What follows belongs to an exercise in optimizing a design on an open flow for small area; a production flow would make more cautious choices. Only the layout flow was run in this run; the RTL was not checked for function there.

===== flow/config.mk =====
export PLATFORM = sky130hd
export DESIGN_NAME = soc_top
export DESIGN_NICKNAME = soc_top
export VERILOG_FILES = /design/flow/design.v
export SDC_FILE = /design/flow/constraint.sdc
export NUM_CORES = 4
export LEC_CHECK = 0
export CAP_MARGIN = 10
export CORE_MARGIN = 2
export CORE_UTILIZATION = 60
export SLEW_MARGIN = 10

===== flow/constraint.sdc =====
create_clock -name core_clock -period 3.0 [get_ports {clk}]
set_input_delay 0.6000 -clock core_clock [delete_from_list [all_inputs] [get_ports {clk}]]
set_output_delay 0.6000 -clock core_clock [all_outputs]
set_load 0.01 [all_outputs]

===== flow/design.v =====
module fsm_engine (
    input  wire        clk,
    input  wire        rst,
    input  wire [3:0]  sensor_in,
    output reg  [2:0]  action_out
);
    typedef enum logic [1:0] {
        IDLE  = 2'b00,
        WALK  = 2'b01,
        TURN  = 2'b10,
        STOP  = 2'b11
    } state_t;
    state_t state, next_state;
    always_ff @(posedge clk or posedge rst) begin
        if (rst)
            state <= IDLE;
        else
            state <= next_state;
    end
    always_comb begin
        case (state)
            IDLE:  next_state = sensor_in[0] ? WALK : IDLE;
            WALK:  next_state = sensor_in[1] ? TURN : WALK;
            TURN:  next_state = sensor_in[2] ? STOP : TURN;
            STOP:  next_state = IDLE;
            default: next_state = IDLE;
        endcase
    end
    always_comb begin
        case (state)
            IDLE:  action_out = 3'b000;
            WALK:  action_out = 3'b001;
            TURN:  action_out = 3'b010;
            STOP:  action_out = 3'b100;
            default: action_out = 3'b000;
        endcase
    end
endmodule
module pid_controller (
    input  wire             clk,
    input  wire             rst,
    input  wire signed [15:0] ref_in,
    input  wire signed [15:0] y,
    output reg  signed [15:0] u_out
);
    reg [15:0] ne, ne1, ne2, jb;
    wire walk = (ref_in == 16'd1000);
    wire turn = (ref_in == 16'hfe0c);
    wire [15:0] ne_d;
    wire [5:0] ne_d_c;
    assign ne_d_c[0] = 1'b0;
    assign ne_d[0] = y[0] ^ 1'b0 ^ ne_d_c[0];
    assign ne_d_c[1] = (y[0] & 1'b0) | (ne_d_c[0] & (y[0] ^ 1'b0));
    assign ne_d[1] = y[1] ^ 1'b0 ^ ne_d_c[1];
    assign ne_d_c[2] = (y[1] & 1'b0) | (ne_d_c[1] & (y[1] ^ 1'b0));
    assign ne_d[2] = y[2] ^ turn ^ ne_d_c[2];
    assign ne_d_c[3] = (y[2] & turn) | (ne_d_c[2] & (y[2] ^ turn));
    assign ne_d[3] = y[3] ^ walk ^ ne_d_c[3];
    assign ne_d_c[4] = (y[3] & walk) | (ne_d_c[3] & (y[3] ^ walk));
    assign ne_d[4] = y[4] ^ (walk | turn) ^ ne_d_c[4];
    assign ne_d_c[5] = (y[4] & (walk | turn)) | (ne_d_c[4] & (y[4] ^ (walk | turn)));
    wire ne_d_p5 = y[5] ^ turn;
    wire ne_d_g5 = y[5] & turn;
    wire ne_d_p6 = y[6] ^ turn;
    wire ne_d_g6 = y[6] & turn;
    wire ne_d_p7 = y[7] ^ turn;
    wire ne_d_g7 = y[7] & turn;
    wire ne_d_p8 = y[8] ^ turn;
    wire ne_d_g8 = y[8] & turn;
    wire ne_d_p9 = y[9] ^ 1'b0;
    wire ne_d_g9 = y[9] & 1'b0;
    wire ne_d_p10 = y[10] ^ walk;
    wire ne_d_g10 = y[10] & walk;
    wire ne_d_p11 = y[11] ^ walk;
    wire ne_d_g11 = y[11] & walk;
    wire ne_d_p12 = y[12] ^ walk;
    wire ne_d_g12 = y[12] & walk;
    wire ne_d_p13 = y[13] ^ walk;
    wire ne_d_g13 = y[13] & walk;
    wire ne_d_p14 = y[14] ^ walk;
    wire ne_d_g14 = y[14] & walk;
    wire ne_d_p15 = y[15] ^ walk;
    wire ne_d_g15 = y[15] & walk;
    wire ne_d_G0_1 = ne_d_g6 | (ne_d_p6 & ne_d_g5);
    wire ne_d_P0_1 = ne_d_p6 & ne_d_p5;
    wire ne_d_G0_3 = ne_d_g8 | (ne_d_p8 & ne_d_g7);
    wire ne_d_P0_3 = ne_d_p8 & ne_d_p7;
    wire ne_d_G0_5 = ne_d_g10 | (ne_d_p10 & ne_d_g9);
    wire ne_d_P0_5 = ne_d_p10 & ne_d_p9;
    wire ne_d_G0_7 = ne_d_g12 | (ne_d_p12 & ne_d_g11);
    wire ne_d_P0_7 = ne_d_p12 & ne_d_p11;
    wire ne_d_G0_9 = ne_d_g14 | (ne_d_p14 & ne_d_g13);
    wire ne_d_P0_9 = ne_d_p14 & ne_d_p13;
    wire ne_d_G1_2 = ne_d_g7 | (ne_d_p7 & ne_d_G0_1);
    wire ne_d_P1_2 = ne_d_p7 & ne_d_P0_1;
    wire ne_d_G1_3 = ne_d_G0_3 | (ne_d_P0_3 & ne_d_G0_1);
    wire ne_d_P1_3 = ne_d_P0_3 & ne_d_P0_1;
    wire ne_d_G1_6 = ne_d_g11 | (ne_d_p11 & ne_d_G0_5);
    wire ne_d_P1_6 = ne_d_p11 & ne_d_P0_5;
    wire ne_d_G1_7 = ne_d_G0_7 | (ne_d_P0_7 & ne_d_G0_5);
    wire ne_d_P1_7 = ne_d_P0_7 & ne_d_P0_5;
    wire ne_d_G1_10 = ne_d_g15 | (ne_d_p15 & ne_d_G0_9);
    wire ne_d_P1_10 = ne_d_p15 & ne_d_P0_9;
    wire ne_d_G2_4 = ne_d_g9 | (ne_d_p9 & ne_d_G1_3);
    wire ne_d_P2_4 = ne_d_p9 & ne_d_P1_3;
    wire ne_d_G2_5 = ne_d_G0_5 | (ne_d_P0_5 & ne_d_G1_3);
    wire ne_d_P2_5 = ne_d_P0_5 & ne_d_P1_3;
    wire ne_d_G2_6 = ne_d_G1_6 | (ne_d_P1_6 & ne_d_G1_3);
    wire ne_d_P2_6 = ne_d_P1_6 & ne_d_P1_3;
    wire ne_d_G2_7 = ne_d_G1_7 | (ne_d_P1_7 & ne_d_G1_3);
    wire ne_d_P2_7 = ne_d_P1_7 & ne_d_P1_3;
    wire ne_d_G3_8 = ne_d_g13 | (ne_d_p13 & ne_d_G2_7);
    wire ne_d_P3_8 = ne_d_p13 & ne_d_P2_7;
    wire ne_d_G3_9 = ne_d_G0_9 | (ne_d_P0_9 & ne_d_G2_7);
    wire ne_d_P3_9 = ne_d_P0_9 & ne_d_P2_7;
    wire ne_d_G3_10 = ne_d_G1_10 | (ne_d_P1_10 & ne_d_G2_7);
    wire ne_d_P3_10 = ne_d_P1_10 & ne_d_P2_7;
    assign ne_d[5] = ne_d_p5 ^ ne_d_c[5];
    assign ne_d[6] = ne_d_p6 ^ (ne_d_g5 | (ne_d_p5 & ne_d_c[5]));
    assign ne_d[7] = ne_d_p7 ^ (ne_d_G0_1 | (ne_d_P0_1 & ne_d_c[5]));
    assign ne_d[8] = ne_d_p8 ^ (ne_d_G1_2 | (ne_d_P1_2 & ne_d_c[5]));
    assign ne_d[9] = ne_d_p9 ^ (ne_d_G1_3 | (ne_d_P1_3 & ne_d_c[5]));
    assign ne_d[10] = ne_d_p10 ^ (ne_d_G2_4 | (ne_d_P2_4 & ne_d_c[5]));
    assign ne_d[11] = ne_d_p11 ^ (ne_d_G2_5 | (ne_d_P2_5 & ne_d_c[5]));
    assign ne_d[12] = ne_d_p12 ^ (ne_d_G2_6 | (ne_d_P2_6 & ne_d_c[5]));
    assign ne_d[13] = ne_d_p13 ^ (ne_d_G2_7 | (ne_d_P2_7 & ne_d_c[5]));
    assign ne_d[14] = ne_d_p14 ^ (ne_d_G3_8 | (ne_d_P3_8 & ne_d_c[5]));
    assign ne_d[15] = ne_d_p15 ^ (ne_d_G3_9 | (ne_d_P3_9 & ne_d_c[5]));
    wire [15:0] jb_d;
    wire [4:0] jb_d_c;
    assign jb_d_c[0] = 1'b0;
    assign jb_d[0] = jb[0] ^ ne2[0] ^ jb_d_c[0];
    assign jb_d_c[1] = (jb[0] & ne2[0]) | (jb_d_c[0] & (jb[0] ^ ne2[0]));
    assign jb_d[1] = jb[1] ^ ne2[1] ^ jb_d_c[1];
    assign jb_d_c[2] = (jb[1] & ne2[1]) | (jb_d_c[1] & (jb[1] ^ ne2[1]));
    assign jb_d[2] = jb[2] ^ ne2[2] ^ jb_d_c[2];
    assign jb_d_c[3] = (jb[2] & ne2[2]) | (jb_d_c[2] & (jb[2] ^ ne2[2]));
    assign jb_d[3] = jb[3] ^ ne2[3] ^ jb_d_c[3];
    assign jb_d_c[4] = (jb[3] & ne2[3]) | (jb_d_c[3] & (jb[3] ^ ne2[3]));
    wire jb_d_p4 = jb[4] ^ ne2[4];
    wire jb_d_g4 = jb[4] & ne2[4];
    wire jb_d_p5 = jb[5] ^ ne2[5];
    wire jb_d_g5 = jb[5] & ne2[5];
    wire jb_d_p6 = jb[6] ^ ne2[6];
    wire jb_d_g6 = jb[6] & ne2[6];
    wire jb_d_p7 = jb[7] ^ ne2[7];
    wire jb_d_g7 = jb[7] & ne2[7];
    wire jb_d_p8 = jb[8] ^ ne2[8];
    wire jb_d_g8 = jb[8] & ne2[8];
    wire jb_d_p9 = jb[9] ^ ne2[9];
    wire jb_d_g9 = jb[9] & ne2[9];
    wire jb_d_p10 = jb[10] ^ ne2[10];
    wire jb_d_g10 = jb[10] & ne2[10];
    wire jb_d_p11 = jb[11] ^ ne2[11];
    wire jb_d_g11 = jb[11] & ne2[11];
    wire jb_d_p12 = jb[12] ^ ne2[12];
    wire jb_d_g12 = jb[12] & ne2[12];
    wire jb_d_p13 = jb[13] ^ ne2[13];
    wire jb_d_g13 = jb[13] & ne2[13];
    wire jb_d_p14 = jb[14] ^ ne2[14];
    wire jb_d_g14 = jb[14] & ne2[14];
    wire jb_d_p15 = jb[15] ^ ne2[15];
    wire jb_d_g15 = jb[15] & ne2[15];
    wire jb_d_G0_1 = jb_d_g5 | (jb_d_p5 & jb_d_g4);
    wire jb_d_P0_1 = jb_d_p5 & jb_d_p4;
    wire jb_d_G0_3 = jb_d_g7 | (jb_d_p7 & jb_d_g6);
    wire jb_d_P0_3 = jb_d_p7 & jb_d_p6;
    wire jb_d_G0_5 = jb_d_g9 | (jb_d_p9 & jb_d_g8);
    wire jb_d_P0_5 = jb_d_p9 & jb_d_p8;
    wire jb_d_G0_7 = jb_d_g11 | (jb_d_p11 & jb_d_g10);
    wire jb_d_P0_7 = jb_d_p11 & jb_d_p10;
    wire jb_d_G0_9 = jb_d_g13 | (jb_d_p13 & jb_d_g12);
    wire jb_d_P0_9 = jb_d_p13 & jb_d_p12;
    wire jb_d_G0_11 = jb_d_g15 | (jb_d_p15 & jb_d_g14);
    wire jb_d_P0_11 = jb_d_p15 & jb_d_p14;
    wire jb_d_G1_3 = jb_d_G0_3 | (jb_d_P0_3 & jb_d_G0_1);
    wire jb_d_P1_3 = jb_d_P0_3 & jb_d_P0_1;
    wire jb_d_G1_7 = jb_d_G0_7 | (jb_d_P0_7 & jb_d_G0_5);
    wire jb_d_P1_7 = jb_d_P0_7 & jb_d_P0_5;
    wire jb_d_G1_11 = jb_d_G0_11 | (jb_d_P0_11 & jb_d_G0_9);
    wire jb_d_P1_11 = jb_d_P0_11 & jb_d_P0_9;
    wire jb_d_G2_7 = jb_d_G1_7 | (jb_d_P1_7 & jb_d_G1_3);
    wire jb_d_P2_7 = jb_d_P1_7 & jb_d_P1_3;
    wire jb_d_G3_11 = jb_d_G1_11 | (jb_d_P1_11 & jb_d_G2_7);
    wire jb_d_P3_11 = jb_d_P1_11 & jb_d_P2_7;
    wire jb_d_G4_5 = jb_d_G0_5 | (jb_d_P0_5 & jb_d_G1_3);
    wire jb_d_P4_5 = jb_d_P0_5 & jb_d_P1_3;
    wire jb_d_G4_9 = jb_d_G0_9 | (jb_d_P0_9 & jb_d_G2_7);
    wire jb_d_P4_9 = jb_d_P0_9 & jb_d_P2_7;
    wire jb_d_G5_2 = jb_d_g6 | (jb_d_p6 & jb_d_G0_1);
    wire jb_d_P5_2 = jb_d_p6 & jb_d_P0_1;
    wire jb_d_G5_4 = jb_d_g8 | (jb_d_p8 & jb_d_G1_3);
    wire jb_d_P5_4 = jb_d_p8 & jb_d_P1_3;
    wire jb_d_G5_6 = jb_d_g10 | (jb_d_p10 & jb_d_G4_5);
    wire jb_d_P5_6 = jb_d_p10 & jb_d_P4_5;
    wire jb_d_G5_8 = jb_d_g12 | (jb_d_p12 & jb_d_G2_7);
    wire jb_d_P5_8 = jb_d_p12 & jb_d_P2_7;
    wire jb_d_G5_10 = jb_d_g14 | (jb_d_p14 & jb_d_G4_9);
    wire jb_d_P5_10 = jb_d_p14 & jb_d_P4_9;
    assign jb_d[4] = jb_d_p4 ^ jb_d_c[4];
    assign jb_d[5] = jb_d_p5 ^ (jb_d_g4 | (jb_d_p4 & jb_d_c[4]));
    assign jb_d[6] = jb_d_p6 ^ (jb_d_G0_1 | (jb_d_P0_1 & jb_d_c[4]));
    assign jb_d[7] = jb_d_p7 ^ (jb_d_G5_2 | (jb_d_P5_2 & jb_d_c[4]));
    assign jb_d[8] = jb_d_p8 ^ (jb_d_G1_3 | (jb_d_P1_3 & jb_d_c[4]));
    assign jb_d[9] = jb_d_p9 ^ (jb_d_G5_4 | (jb_d_P5_4 & jb_d_c[4]));
    assign jb_d[10] = jb_d_p10 ^ (jb_d_G4_5 | (jb_d_P4_5 & jb_d_c[4]));
    assign jb_d[11] = jb_d_p11 ^ (jb_d_G5_6 | (jb_d_P5_6 & jb_d_c[4]));
    assign jb_d[12] = jb_d_p12 ^ (jb_d_G2_7 | (jb_d_P2_7 & jb_d_c[4]));
    assign jb_d[13] = jb_d_p13 ^ (jb_d_G5_8 | (jb_d_P5_8 & jb_d_c[4]));
    assign jb_d[14] = jb_d_p14 ^ (jb_d_G4_9 | (jb_d_P4_9 & jb_d_c[4]));
    assign jb_d[15] = jb_d_p15 ^ (jb_d_G5_10 | (jb_d_P5_10 & jb_d_c[4]));
    wire [15:0] s1, c1;
    assign s1[0] = jb[0];
    assign c1[0] = 1'b0;
    assign s1[1] = ne[0] ^ ne1[0] ^ jb[1];
    assign c1[1] = (ne[0] & ne1[0]) | (jb[1] & (ne[0] ^ ne1[0]));
    assign s1[2] = ne[1] ^ ne1[1] ^ jb[2];
    assign c1[2] = (ne[1] & ne1[1]) | (jb[2] & (ne[1] ^ ne1[1]));
    assign s1[3] = ne[2] ^ ne1[2] ^ jb[3];
    assign c1[3] = (ne[2] & ne1[2]) | (jb[3] & (ne[2] ^ ne1[2]));
    assign s1[4] = ne[3] ^ ne1[3] ^ jb[4];
    assign c1[4] = (ne[3] & ne1[3]) | (jb[4] & (ne[3] ^ ne1[3]));
    assign s1[5] = ne[4] ^ ne1[4] ^ jb[5];
    assign c1[5] = (ne[4] & ne1[4]) | (jb[5] & (ne[4] ^ ne1[4]));
    assign s1[6] = ne[5] ^ ne1[5] ^ jb[6];
    assign c1[6] = (ne[5] & ne1[5]) | (jb[6] & (ne[5] ^ ne1[5]));
    assign s1[7] = ne[6] ^ ne1[6] ^ jb[7];
    assign c1[7] = (ne[6] & ne1[6]) | (jb[7] & (ne[6] ^ ne1[6]));
    assign s1[8] = ne[7] ^ ne1[7] ^ jb[8];
    assign c1[8] = (ne[7] & ne1[7]) | (jb[8] & (ne[7] ^ ne1[7]));
    assign s1[9] = ne[8] ^ ne1[8] ^ jb[9];
    assign c1[9] = (ne[8] & ne1[8]) | (jb[9] & (ne[8] ^ ne1[8]));
    assign s1[10] = ne[9] ^ ne1[9] ^ jb[10];
    assign c1[10] = (ne[9] & ne1[9]) | (jb[10] & (ne[9] ^ ne1[9]));
    assign s1[11] = ne[10] ^ ne1[10] ^ jb[11];
    assign c1[11] = (ne[10] & ne1[10]) | (jb[11] & (ne[10] ^ ne1[10]));
    assign s1[12] = ne[11] ^ ne1[11] ^ jb[12];
    assign c1[12] = (ne[11] & ne1[11]) | (jb[12] & (ne[11] ^ ne1[11]));
    assign s1[13] = ne[12] ^ ne1[12] ^ jb[13];
    assign c1[13] = (ne[12] & ne1[12]) | (jb[13] & (ne[12] ^ ne1[12]));
    assign s1[14] = ne[13] ^ ne1[13] ^ jb[14];
    assign c1[14] = (ne[13] & ne1[13]) | (jb[14] & (ne[13] ^ ne1[13]));
    assign s1[15] = ne[14] ^ ne1[14] ^ jb[15];
    assign c1[15] = (ne[14] & ne1[14]) | (jb[15] & (ne[14] ^ ne1[14]));
    wire [15:0] u_s;
    wire [3:0] u_s_c;
    assign u_s_c[0] = 1'b0;
    assign u_s[0] = s1[0] ^ 1'b0 ^ u_s_c[0];
    assign u_s_c[1] = (s1[0] & 1'b0) | (u_s_c[0] & (s1[0] ^ 1'b0));
    assign u_s[1] = s1[1] ^ c1[0] ^ u_s_c[1];
    assign u_s_c[2] = (s1[1] & c1[0]) | (u_s_c[1] & (s1[1] ^ c1[0]));
    assign u_s[2] = s1[2] ^ c1[1] ^ u_s_c[2];
    assign u_s_c[3] = (s1[2] & c1[1]) | (u_s_c[2] & (s1[2] ^ c1[1]));
    wire u_s_p3 = s1[3] ^ c1[2];
    wire u_s_g3 = s1[3] & c1[2];
    wire u_s_p4 = s1[4] ^ c1[3];
    wire u_s_g4 = s1[4] & c1[3];
    wire u_s_p5 = s1[5] ^ c1[4];
    wire u_s_g5 = s1[5] & c1[4];
    wire u_s_p6 = s1[6] ^ c1[5];
    wire u_s_g6 = s1[6] & c1[5];
    wire u_s_p7 = s1[7] ^ c1[6];
    wire u_s_g7 = s1[7] & c1[6];
    wire u_s_p8 = s1[8] ^ c1[7];
    wire u_s_g8 = s1[8] & c1[7];
    wire u_s_p9 = s1[9] ^ c1[8];
    wire u_s_g9 = s1[9] & c1[8];
    wire u_s_p10 = s1[10] ^ c1[9];
    wire u_s_g10 = s1[10] & c1[9];
    wire u_s_p11 = s1[11] ^ c1[10];
    wire u_s_g11 = s1[11] & c1[10];
    wire u_s_p12 = s1[12] ^ c1[11];
    wire u_s_g12 = s1[12] & c1[11];
    wire u_s_p13 = s1[13] ^ c1[12];
    wire u_s_g13 = s1[13] & c1[12];
    wire u_s_p14 = s1[14] ^ c1[13];
    wire u_s_g14 = s1[14] & c1[13];
    wire u_s_p15 = s1[15] ^ c1[14];
    wire u_s_g15 = s1[15] & c1[14];
    wire u_s_G0_1 = u_s_g4 | (u_s_p4 & u_s_g3);
    wire u_s_P0_1 = u_s_p4 & u_s_p3;
    wire u_s_G0_3 = u_s_g6 | (u_s_p6 & u_s_g5);
    wire u_s_P0_3 = u_s_p6 & u_s_p5;
    wire u_s_G0_5 = u_s_g8 | (u_s_p8 & u_s_g7);
    wire u_s_P0_5 = u_s_p8 & u_s_p7;
    wire u_s_G0_7 = u_s_g10 | (u_s_p10 & u_s_g9);
    wire u_s_P0_7 = u_s_p10 & u_s_p9;
    wire u_s_G0_9 = u_s_g12 | (u_s_p12 & u_s_g11);
    wire u_s_P0_9 = u_s_p12 & u_s_p11;
    wire u_s_G0_11 = u_s_g14 | (u_s_p14 & u_s_g13);
    wire u_s_P0_11 = u_s_p14 & u_s_p13;
    wire u_s_G1_3 = u_s_G0_3 | (u_s_P0_3 & u_s_G0_1);
    wire u_s_P1_3 = u_s_P0_3 & u_s_P0_1;
    wire u_s_G1_7 = u_s_G0_7 | (u_s_P0_7 & u_s_G0_5);
    wire u_s_P1_7 = u_s_P0_7 & u_s_P0_5;
    wire u_s_G1_11 = u_s_G0_11 | (u_s_P0_11 & u_s_G0_9);
    wire u_s_P1_11 = u_s_P0_11 & u_s_P0_9;
    wire u_s_G2_7 = u_s_G1_7 | (u_s_P1_7 & u_s_G1_3);
    wire u_s_P2_7 = u_s_P1_7 & u_s_P1_3;
    wire u_s_G3_11 = u_s_G1_11 | (u_s_P1_11 & u_s_G2_7);
    wire u_s_P3_11 = u_s_P1_11 & u_s_P2_7;
    wire u_s_G4_5 = u_s_G0_5 | (u_s_P0_5 & u_s_G1_3);
    wire u_s_P4_5 = u_s_P0_5 & u_s_P1_3;
    wire u_s_G4_9 = u_s_G0_9 | (u_s_P0_9 & u_s_G2_7);
    wire u_s_P4_9 = u_s_P0_9 & u_s_P2_7;
    wire u_s_G5_2 = u_s_g5 | (u_s_p5 & u_s_G0_1);
    wire u_s_P5_2 = u_s_p5 & u_s_P0_1;
    wire u_s_G5_4 = u_s_g7 | (u_s_p7 & u_s_G1_3);
    wire u_s_P5_4 = u_s_p7 & u_s_P1_3;
    wire u_s_G5_6 = u_s_g9 | (u_s_p9 & u_s_G4_5);
    wire u_s_P5_6 = u_s_p9 & u_s_P4_5;
    wire u_s_G5_8 = u_s_g11 | (u_s_p11 & u_s_G2_7);
    wire u_s_P5_8 = u_s_p11 & u_s_P2_7;
    wire u_s_G5_10 = u_s_g13 | (u_s_p13 & u_s_G4_9);
    wire u_s_P5_10 = u_s_p13 & u_s_P4_9;
    wire u_s_G5_12 = u_s_g15 | (u_s_p15 & u_s_G3_11);
    wire u_s_P5_12 = u_s_p15 & u_s_P3_11;
    assign u_s[3] = u_s_p3 ^ u_s_c[3];
    assign u_s[4] = u_s_p4 ^ (u_s_g3 | (u_s_p3 & u_s_c[3]));
    assign u_s[5] = u_s_p5 ^ (u_s_G0_1 | (u_s_P0_1 & u_s_c[3]));
    assign u_s[6] = u_s_p6 ^ (u_s_G5_2 | (u_s_P5_2 & u_s_c[3]));
    assign u_s[7] = u_s_p7 ^ (u_s_G1_3 | (u_s_P1_3 & u_s_c[3]));
    assign u_s[8] = u_s_p8 ^ (u_s_G5_4 | (u_s_P5_4 & u_s_c[3]));
    assign u_s[9] = u_s_p9 ^ (u_s_G4_5 | (u_s_P4_5 & u_s_c[3]));
    assign u_s[10] = u_s_p10 ^ (u_s_G5_6 | (u_s_P5_6 & u_s_c[3]));
    assign u_s[11] = u_s_p11 ^ (u_s_G2_7 | (u_s_P2_7 & u_s_c[3]));
    assign u_s[12] = u_s_p12 ^ (u_s_G5_8 | (u_s_P5_8 & u_s_c[3]));
    assign u_s[13] = u_s_p13 ^ (u_s_G4_9 | (u_s_P4_9 & u_s_c[3]));
    assign u_s[14] = u_s_p14 ^ (u_s_G5_10 | (u_s_P5_10 & u_s_c[3]));
    assign u_s[15] = u_s_p15 ^ (u_s_G3_11 | (u_s_P3_11 & u_s_c[3]));
    always @(posedge clk or posedge rst) begin
        if (rst) begin
            ne    <= 16'd0;
            ne1   <= 16'd0;
            ne2   <= 16'd0;
            jb    <= 16'hffff;
            u_out <= 16'sd0;
        end else begin
            ne    <= ne_d;
            ne1   <= ne;
            ne2   <= ne1;
            jb    <= jb_d;
            u_out <= ~u_s;
        end
    end
endmodule
module soc_top (
    input  wire        clk,
    input  wire        rst,
    input  wire [3:0]  sensor_in,
    input  wire [15:0] y_feedback,
    output wire [15:0] actuator_out
);
    wire [2:0] action_out;
    wire [15:0] ref_val;
    fsm_engine fsm_inst (
        .clk(clk),
        .rst(rst),
        .sensor_in(sensor_in),
        .action_out(action_out)
    );
    assign ref_val = (action_out == 3'b001) ? 16'd1000 :    
                 (action_out == 3'b010) ? -16'd500 :    
                 16'd0;                                 
    pid_controller pid_inst (
        .clk(clk),
        .rst(rst),
        .ref_in(ref_val),
        .y(y_feedback),
        .u_out(actuator_out)
    );
endmodule

===== flow/flow/run.sh =====
#!/bin/bash
# Own layout flow: the standard layout (standard.sh, unchanged synthesis)
# with two changes: the port buffers are sky130_fd_sc_hd__buf_1 instead of
# the cell buffer_ports picks by default, and CTS uses clkbuf_4 (root) and
# clkbuf_8 (sinks) without dummy loads.
set -euo pipefail
CTS="-sink_clustering_enable -repair_clock_nets -dont_use_dummy_load -buf_list {sky130_fd_sc_hd__clkbuf_4 sky130_fd_sc_hd__clkbuf_8} -root_buf sky130_fd_sc_hd__clkbuf_4 -sink_buffer_max_cap_derate 0.01"
bash standard.sh "BUFFER_PORTS_ARGS=-buffer_cell sky130_fd_sc_hd__buf_1" "CTS_ARGS=$CTS" finish > make_finish.log 2>&1

===== flow/standard.sh =====
#!/bin/bash
# synth_recipe.tcl (not shown) runs the flow's synth.tcl, then flattens the netlist and writes it again
# the make line also repeats each setting of config.mk as NAME=value (left out here)
make -C /OpenROAD-flow-scripts/flow DESIGN_CONFIG=/design/flow/config.mk WORK_HOME=/design/flow/orfs CLKGATE_MAP_FILE= SYNTH_SCRIPT=/design/flow/synth_recipe.tcl "${@:-finish}"

==> metrics.cfg <==
[drt]
drt-total-wl_um = 5620
drc = 0
drt_iter0_markers = 85
wl_per_cell_um = 13.2
dr_total_vias = 2168
dr.pass1.iters = 4
antenna_left = 0
vias_per_cell = 5.10

[yosys]
ys_ff_latch = 82
synth_cells = 293
syn-cell-area_um2 = 3910
yosysUniqueCellTypes = 30
yosysWarnings = 2
ys_seq_area_share_pct = 53.0
avgSynthCellArea_um2 = 13.3
synth_nets = 377

[global_route]
use_met3_pct = 5.60
busiest_layer = met2
grt_use_met2_pct = 28.7
grt_antenna_before_repair = 0
grt_pass1_wl_um = 10300
grt.overflow.total = 0
grt_pass1_vias = 2281
use_met1_pct = 26.2
grt_max_degree = 66
globalRouteTotalUtil_pct = 18.5

[setup_path]
cp.arrival_ns = 3.37
r2r_slack_ns = -0.05
crit_required_ns = 3.32
critical_path.cell_chain = ha_4 -> inv_2 -> fa_2 -> inv_2 -> fa_2 -> fa_2 -> a21oi_2 -> nor2b_2 -> a31o_2 -> o41a_1 -> a41o_1 -> o41ai_2 -> xnor2_1
crit_path_max_fanout = 2
endpoint_kind = register
crit_slowest_cell = dfrtp_1
timing.critical_path.buf_inv = 2
crit_top_cell = fa_2
worst-setup-path-type = reg -> reg
path_delay_family = compound AO/OA/AOI/OAI gates
slowest_delay_ns = 0.41
worst_setup_path_start_kind = register

[cells_and_area]
drive_gt1_share_pct = 17.0
layout.nets = 434
diodes = 0
synthToLayoutAreaGrowth_pct = 12.1

[timing]
setup_slack_ns = -0.0536
fin_crit_ns = 3.05
finClkSkew_ns = 0.0278
finalSetupTns_ns = -0.0811
period_share_pct = 102
final_max_slew_viol_count = 0
maxSlewHeadroom_pct = 77.5
setup_viol_count_final = 2
finalHoldViolations = 0
whs_ns = 0.102
fmax_mhz = 327
worst_pin_slew_ns = 0.335
rsz0062_at_grt = yes

[floorplanning]
die_y_um = 84.7
dieArea_um2 = 7180
rows = 29
io_pins = 38
start_util_pct = 61.9
fp.coreArea_um2 = 6310
die-width_um = 84.7

[placed_design]
dp_hpwl_um = 4390
pre_cts_slack_ns = -0.176
port_buffers = 36
gp_congestion = 0.793

[clock_tree]
cts_max_path_buffers = 2
cts_num_sinks = 82
cts_tree = yes
root_buffer = clkbuf_4
cts_max_level = 3
hold_buffers = 0
clk_pin_slew_ns = 0.12
clk-insertion-delay-late_ns = 0.40
cts_buffers = 9

[run]
cap_violations = 0

[outcome]
status = failed layout checks
checkFailReasons = setup timing

[worst_hold_path]
min_path_type = in -> async

## state kept, by name (all words and copies together) (netlist names), named ones only
name,cells
pid_inst.ne,16
pid_inst.ne2,16
pid_inst.u_out,16
fsm_inst.state,1
pid_inst.jb,16
pid_inst.ne1,16
## placed cells by master, fill, tap and decap left out, types with 2 or more instances in the layout
master	n
o21ai_0	8
buf_1	36
nand2b_1	4
nor2_1	12
nand2_1	7
or2_2	3
dfstp_2	16
buf_4	9
fa_2	4
nor3_1	4
o21ai_1	2
nor2b_1	6
ha_1	38
dfrtp_1	66
a21oi_2	2
inv_2	2
fa_1	18
o41a_1	2
nand3_1	4
clkbuf_4	9
a21o_1	4
o21a_1	3
xor2_1	11
inv_1	27
a211oi_2	2
xnor2_1	22
a21oi_1	9
## worst register-to-register path: stages, from the launching register on
cell,delay (ns)
dfrtp_1,0.41
ha_4,0.16
inv_2,0.05
fa_2,0.19
inv_2,0.04
fa_2,0.34
fa_2,0.35
a21oi_2,0.15
nor2b_2,0.06
a31o_2,0.21
o41a_1,0.35
a41o_1,0.23
o41ai_2,0.26
xnor2_1,0.17
## metrics by stage
stage / utilization (%) / cells / area (µm²)
global placement: 66.7 / 412 / 4210
detailed placement: 66.7 / 412 / 4210
finish: 69.4 / 425 / 4380
floorplan: - / 293 / 3920
CTS: 68.5 / 423 / 4320
global route: 69.4 / 425 / 4380
## what timing repair did
action / 4_1_cts / 5_1_grt
gates resized for setup: 6 / 11
pin swaps: 4 / 3
setup endpoints to repair: 6 / 9
buffers inserted: 2 / 2
## layout make-up
cell class	count	area, µm²
Timing Repair Buffer	46	223
Sequential cell	82	2070
Clock buffer	9	67.6
Inverter	30	114
Tap cell	77	96.3
Fill cell	495	1930
Multi-Input combinational cell	181	1810
## final timing paths
path                            startpoint  depth (start not counted)                 to
max reg2reg                pid_inst.ne2[0]                         13    pid_inst.jb[15]
min in group core_clock      y_feedback[0]                          1     pid_inst.ne[0]
min reg2reg                pid_inst.ne[15]                          0   pid_inst.ne1[15]
max                        pid_inst.ne2[0]                         13    pid_inst.jb[15]
max in group asynchronous              rst                          3     pid_inst.jb[2]
min                                    rst                          2  pid_inst.u_out[0]
## cell families after synthesis
kind of cell,Yosys count,share of synthesized area (%)
and+or+nand+nor,44,5.51
AOI/OAI and AO/OA,41,6.91
DFF,82,53.0
buffers and inverters,30,2.88
adders and majority gates,62,24.1
xor gates and xnor gates,34,7.62
## layer usage
layer  share of wire [%]  wire, µm
met1                  49      2730
met2                  46      2580
met3                 4.7       265
met4                0.78        44
met5                   0         0
## cell usage after synthesis
master	n	share of area, %
dfrtp_1	66	42
ha_1	40	13
inv_1	30	2.9
xnor2_1	23	5.2
fa_1	22	11
dfstp_2	16	11
nor2_1	13	1.2
a21oi_1	12	1.5
xor2_1	11	2.5
o21ai_0	10	1.3
nand2_1	7	0.67
nor2b_1	7	1.1
a21o_1	4	0.77
nand2b_1	4	0.64
nand3_1	4	0.51
nor3_1	4	0.51
o21a_1	3	0.58
or2_2	3	0.48
a211oi_1	2	0.38
o41a_1	2	0.58
a22oi_1	1	0.19
a31o_2	1	0.22
a31oi_1	1	0.16
a41o_1	1	0.26
and3_1	1	0.16
nand4_1	1	0.16
o211ai_1	1	0.19
o22ai_1	1	0.16
o31ai_1	1	0.19
o41ai_2	1	0.42

[what the ideal ports hide]
Ports are ideal in the flow. The routed layout listed here was re-timed in OpenROAD.
Step 1, drivers: a clkbuf_16 drives clk and a buf_2 each remaining input, both assumed.
Step 2 moves the port delays by t, midway between the first and last clock arrival at a register: inputs arrive t later, outputs are due t later. That takes back most of the time a late clock gives input paths.
Three values: ideal, step 1, step 2; two values: the first two.
t, ns: 0.416
setup slack, ns: -0.054 / -0.054 / -0.054
worst data-port slew with drivers (ns): 0.03
The setup slack of this run moves by 0.000 ns with the drivers and by 0.000 ns with both steps.
